Source: an optimization exercise on an open RTL-to-GDS flow (aim: small area). Production flows keep margins and buffers that such runs may drop. In this exercise RTL edits were held to simulation tests only and were not proved equivalent to the original. Power is estimated from default activity; no workload was simulated.

==> flow/design.v <==
module SoC_Algorithm (
    input clk,
    input rst_n,
    input [15:0] voltage,
    input signed [15:0] current,
    output [7:0] soc
);
function [32:0] radd;
    input [31:0] a;
    input [31:0] b;
    input ci;
    integer k;
    reg c;
    begin
        c = ci;
        for (k = 0; k < 32; k = k + 1) begin
            radd[k] = a[k] ^ b[k] ^ c;
            c = (a[k] & b[k]) | (c & (a[k] ^ b[k]));
        end
        radd[32] = c;
    end
endfunction
reg [5:0] clk_cnt;
reg [6:0] soc_voltage;
reg [24:0] qr;            
reg [4:0] qh;             
reg use_v_soc;
reg [6:0] soc_r;
reg ticked;               
reg zq;                   
reg [19:0] wk;            
reg [1:0] scy;            
wire ms_tick  = clk_cnt[5] & clk_cnt[4] & clk_cnt[0];                                             
wire dv_load  = clk_cnt[5] & ~clk_cnt[4] & clk_cnt[3] & ~clk_cnt[2] & ~clk_cnt[1] & ~clk_cnt[0];  
wire dv_en    = clk_cnt[5];                                                                       
wire lt25     = ~clk_cnt[5] & ~(clk_cnt[4] & clk_cnt[3] & (clk_cnt[2] | clk_cnt[1] | clk_cnt[0]));  
wire in2530   = ~clk_cnt[5] & clk_cnt[4] & clk_cnt[3] & ~(clk_cnt[2] & clk_cnt[1]) & (clk_cnt[2] | clk_cnt[1] | clk_cnt[0]);  
wire lt16     = ~clk_cnt[5] & ~clk_cnt[4];                                                        
wire lt24     = ~clk_cnt[5] & ~(clk_cnt[4] & clk_cnt[3]);                                         
wire at15     = lt16 & (&clk_cnt[3:0]);                                                           
wire kb       = lt16 & clk_cnt[3] & ~clk_cnt[2];                                                  
always @(posedge clk or negedge rst_n) begin
    if (!rst_n) clk_cnt <= 6'd0;
    else if (ms_tick) clk_cnt <= 6'd0;
    else clk_cnt <= clk_cnt + 6'd1;
end
wire comp = (current > 16'sd5) || (current < -16'sd5);
wire rest = (current > -16'sd5) && (current < 16'sd5);
wire [32:0] sv3 = radd({25'd0, soc_voltage}, {24'd0, soc_voltage, 1'b0}, 1'b0);
wire [32:0] sv35 = radd({20'd0, soc_voltage, 5'd0}, {23'd0, sv3[8:0]}, 1'b0);
wire [15:0] addend = rest ? {sv35[13:0], 2'b00} : current;
wire qb = (lt25 ? qr[0] : qh[0]) & ~use_v_soc & ~zq;      
wire s1  = wk[15] ^ wk[18] ^ wk[19];
wire k1  = (wk[15] & wk[18]) | (wk[19] & (wk[15] ^ wk[18]));
wire sb  = qb ^ s1 ^ scy[0];
wire k2  = (qb & s1) | (scy[0] & (qb ^ s1));
wire c0n = k1 ^ k2 ^ scy[1];
wire c1n = (k1 & k2) | (scy[1] & (k1 ^ k2));
always @(posedge clk) begin
    qr <= {(ticked & lt25) ? sb : qr[0], qr[24:1]};
    qh <= {(ticked & in2530) ? sb : qh[0], qh[4:1]};
end
always @(posedge clk or negedge rst_n) begin
    if (!rst_n) begin
        ticked <= 1'b0;
        zq <= 1'b1;
    end else if (ms_tick) begin
        ticked <= 1'b1;
        zq <= ~ticked;
    end
end
always @(posedge clk) begin
    if (ms_tick) scy <= 2'b00;
    else scy <= {c1n, c0n};
end
reg [29:0] q40, q49;
integer b;
always @(*) begin
    for (b = 0; b < 25; b = b + 1) begin
        q40[b] = qr[(b + 10) % 25];
        q49[b] = qr[(b + 1) % 25];
    end
    for (b = 25; b < 30; b = b + 1) begin
        q40[b] = qh[b % 5];
        q49[b] = qh[(b + 1) % 5];
    end
end
wire [32:0] dd = radd({21'd0, wk[19:9]}, {21'd0, 11'd1173}, 1'b0);    
wire dge = dv_en & dd[11];
integer j;
always @(posedge clk) begin
    if (ms_tick) begin
        wk[19:16] <= 4'd0;
        for (j = 0; j < 16; j = j + 1) wk[15-j] <= addend[j];
    end else if (dv_load) begin
        wk[19:2] <= {1'b0, q40[18:2]};
    end else begin
        wk[19:10] <= dge ? dd[9:0] : wk[18:9];
        wk[9:1] <= wk[8:0];
        wk[0] <= dv_en ? dge : wk[0];
    end
end
reg [18:0] xw;
reg compf;               
reg xc;                  
reg [4:1] xd;            
reg [1:0] pca;           
reg pcb;                 
reg fneg, fovf;          
wire cgb = ~(wk[15] & compf);
wire xb  = (xw[18] ^ cgb ^ xc) & lt16;
wire xcn = (xw[18] & cgb) | (xc & (xw[18] ^ cgb));
wire ta = xb;
wire tb = xd[3];
wire tc = xd[4];
wire sa1 = ta ^ tb ^ tc;
wire ka1 = (ta & tb) | (tc & (ta ^ tb));
wire pb  = sa1 ^ pca[0] ^ pca[1];
wire ka2 = (sa1 & pca[0]) | (pca[1] & (sa1 ^ pca[0]));
wire zb2 = lt16 ? kb : xw[15];
wire zb  = pb ^ zb2 ^ pcb;
wire kz  = (pb & zb2) | (pcb & (pb ^ zb2));
integer m;
always @(posedge clk) begin
    if (ms_tick) begin
        for (m = 0; m < 16; m = m + 1) xw[18-m] <= voltage[m];
        xw[2:0] <= {xw[1:0], lt24 ? pb : zb};    
        compf <= comp;
        xc <= 1'b1;
        pcb <= 1'b0;
    end else begin
        xw <= {xw[17:0], lt24 ? pb : zb};
        xc <= xcn;
        pcb <= kz;
    end
end
always @(posedge clk) begin
    xd <= {xd[3:1], xb};
    pca <= {ka1, ka2};
end
always @(posedge clk or negedge rst_n) begin
    if (!rst_n) begin
        fneg <= 1'b1;
        fovf <= 1'b0;
    end else if (at15 & ticked) begin
        fneg <= cgb & ~xcn;
        fovf <= ~cgb & xcn;
    end
end
wire [6:0] f_x = fneg ? 7'd0 : fovf ? 7'd100 : {xw[12], xw[13], xw[14], xw[15], xw[16], xw[17], xw[18]};
wire q_big = (|q49[28:19]) | wk[7] | (wk[6] & wk[5] & (wk[4] | wk[3] | wk[2]));
wire [6:0] q_soc = q49[29] ? 7'd0 : q_big ? 7'd100 : wk[6:0];
always @(posedge clk or negedge rst_n) begin
    if (!rst_n) begin
        soc_voltage <= 7'd0;
        use_v_soc <= 1'b1;
        soc_r <= 7'd0;
    end else if (ms_tick) begin
        soc_voltage <= f_x;
        use_v_soc <= rest;
        soc_r <= use_v_soc ? soc_voltage : q_soc;
    end
end
assign soc = {1'b0, soc_r};
endmodule
==> flow/config.mk <==
export PLATFORM = sky130hd
export DESIGN_NAME = SoC_Algorithm
export DESIGN_NICKNAME = SoC_Algorithm
export VERILOG_FILES = /design/flow/design.v
export SDC_FILE = /design/flow/constraint.sdc
export NUM_CORES = 4
export LEC_CHECK = 0
export CAP_MARGIN = 0
export CORE_MARGIN = 2
export CORE_UTILIZATION = 70
export SLEW_MARGIN = 0
==> flow/constraint.sdc <==
create_clock -name core_clock -period 36.0 [get_ports {clk}]
set_input_delay 7.2000 -clock core_clock [delete_from_list [all_inputs] [get_ports {clk}]]
set_output_delay 7.2000 -clock core_clock [all_outputs]
set_load 0.01 [all_outputs]
standard.sh (not shown) runs the stock make flow with config.mk's settings and CLKGATE_MAP_FILE= SYNTH_SCRIPT=/design/flow/synth_recipe.tcl, a recipe that flattens the netlist after the stock synthesis.
==> flow/flow/run.sh <==
#!/bin/bash
set -euo pipefail
export BUFFER_PORTS_ARGS="-buffer_cell sky130_fd_sc_hd__buf_1"
export CTS_ARGS="-sink_clustering_enable -repair_clock_nets -dont_use_dummy_load -buf_list sky130_fd_sc_hd__clkbuf_8"
bash standard.sh > flow_standard.log 2>&1
The baseline ran to the end with no violations.
Change:
CORE_UTILIZATION = 85   (was 70)
GPL_TIMING_DRIVEN = 0   (was default)
=> The changed run ran to the end with no violations; worst hold slack improves by 6.8 ps; wire length climbs by 64%; utilization climbs by 16 points; die area drops by 17%; via count climbs by 30%; maximum frequency drops by 4.4%; first-iteration DRC count climbs to 3.1 times its value.
Change:
==> flow/flow/run.sh (replaced) <==
#!/bin/bash
# The standard layout (standard.sh), with three changes:
# - synthesis: synth_recipe.tcl unchanged, except that ABC maps with the
#   area-oriented script flow/abc_area.script instead of ORFS's speed script,
#   and full/half adders are left to ABC (ADDER_MAP_FILE empty);
# - the port buffers are made of the smallest buffer cell (buf_1);
# - the clock tree uses clkbuf_8 and no dummy loads.
# Each tool's output is kept in the logs under orfs/logs and in flow_own.log.
set -euo pipefail
HERE=$(pwd)
{
  echo "proc abc {args} {"
  echo "  set i [lsearch \$args -script]"
  echo "  if {\$i >= 0} { lset args [expr {\$i + 1}] $HERE/flow/abc_area.script }"
  echo "  yosys abc {*}\$args"
  echo "}"
  cat synth_recipe.tcl
} > own_synth.tcl
sed -e "s#SYNTH_SCRIPT=[^ ]*synth_recipe.tcl#SYNTH_SCRIPT=$HERE/own_synth.tcl ADDER_MAP_FILE=#" standard.sh > own.sh
grep -q "own_synth.tcl ADDER_MAP_FILE=" own.sh
export BUFFER_PORTS_ARGS="-buffer_cell sky130_fd_sc_hd__buf_1"
export CTS_ARGS="-sink_clustering_enable -repair_clock_nets -dont_use_dummy_load -buf_list sky130_fd_sc_hd__clkbuf_8"
bash own.sh > flow_own.log 2>&1
==> flow/flow/abc_area.script (new file) <==
&get -n
&deepsyn -T 30
&put
dch -f
amap
topo
strash
dch
amap
topo
CORE_UTILIZATION = 70   (was 85)
GPL_TIMING_DRIVEN = default   (was 0)
=> The new run went through all stages and came out clean; final cell count stays the same; core utilization decreases by 15 points; area after synthesis decreases by roughly a tenth; die area increases by roughly a tenth; non-clock buffer count decreases by 14; sequential power increases by a little under a tenth; fmax decreases by roughly a tenth; critical path depth increases by 6; sequential cell count does not change.
Change:
GPL_TIMING_DRIVEN = 0   (was default)
The changed run ran to the end with no violations.
Sequential share of layout area barely changes.
Power decreases by 0.71%.
Utilization rose by 0.11 points.
Final cell count barely changes.
Wire length shrinks by 7.1%.
Critical path depth goes down by 3.
Die area does not change.
Clock-buffer cell count does not change.
Non-clock buffer count came out lower by 1.
Fmax is lower by 3.5%.
Setup slack gets worse by 350 ps.
Change:
==> flow/flow/run.sh (replaced) <==
#!/bin/bash
set -euo pipefail
export BUFFER_PORTS_ARGS="-buffer_cell sky130_fd_sc_hd__buf_1"
export CTS_ARGS="-sink_clustering_enable -repair_clock_nets -dont_use_dummy_load -buf_list sky130_fd_sc_hd__clkbuf_8"
bash standard.sh > flow_standard.log 2>&1
CORE_UTILIZATION = 60   (was 70)
GPL_TIMING_DRIVEN = default   (was 0)
removed: flow/flow/abc_area.script
The new run went through all stages and came out clean.
Area after synthesis rose by 11%.
Wire length fell by 2.2%.
Worst setup slack is better by 1600 ps.

static timing again, ports no longer ideal:
Ports are ideal in the flow. The routed layouts listed here were re-timed in OpenROAD. Step 1: set_driving_cell puts a clkbuf_16 on clk and a buf_2 on each other input, an assumption about the parent block. Step 2 adds t to the input delays and takes it off the output delays; t is the mean of the earliest and latest rising clock arrival at the registers after step 1. Input paths then give back, and output paths get back, about the clock's delay inside the block. Three values: no drivers, after step 1, after step 2; two values: the first two.
run | t (ns) | setup WS [ns] | slew at the worst register clock pin (ns)
the first run | 0.376 | 27.563 / 27.570 / 27.194 | 0.09 / 0.09
the second run | 0.403 | 27.176 / 27.184 / 26.781 | 0.10 / 0.10
the third run | 0.387 | 26.227 / 26.239 / 25.853 | 0.10 / 0.10
the fourth run | 0.387 | 25.875 / 25.887 / 25.500 | 0.10 / 0.10
the fifth run | 0.386 | 27.499 / 27.508 / 27.122 | 0.10 / 0.10
After both steps setup and hold are still met in every run listed. For the second run, which loses most, drivers alone change the setup slack by +0.008 ns; drivers and shift together by -0.395 ns.
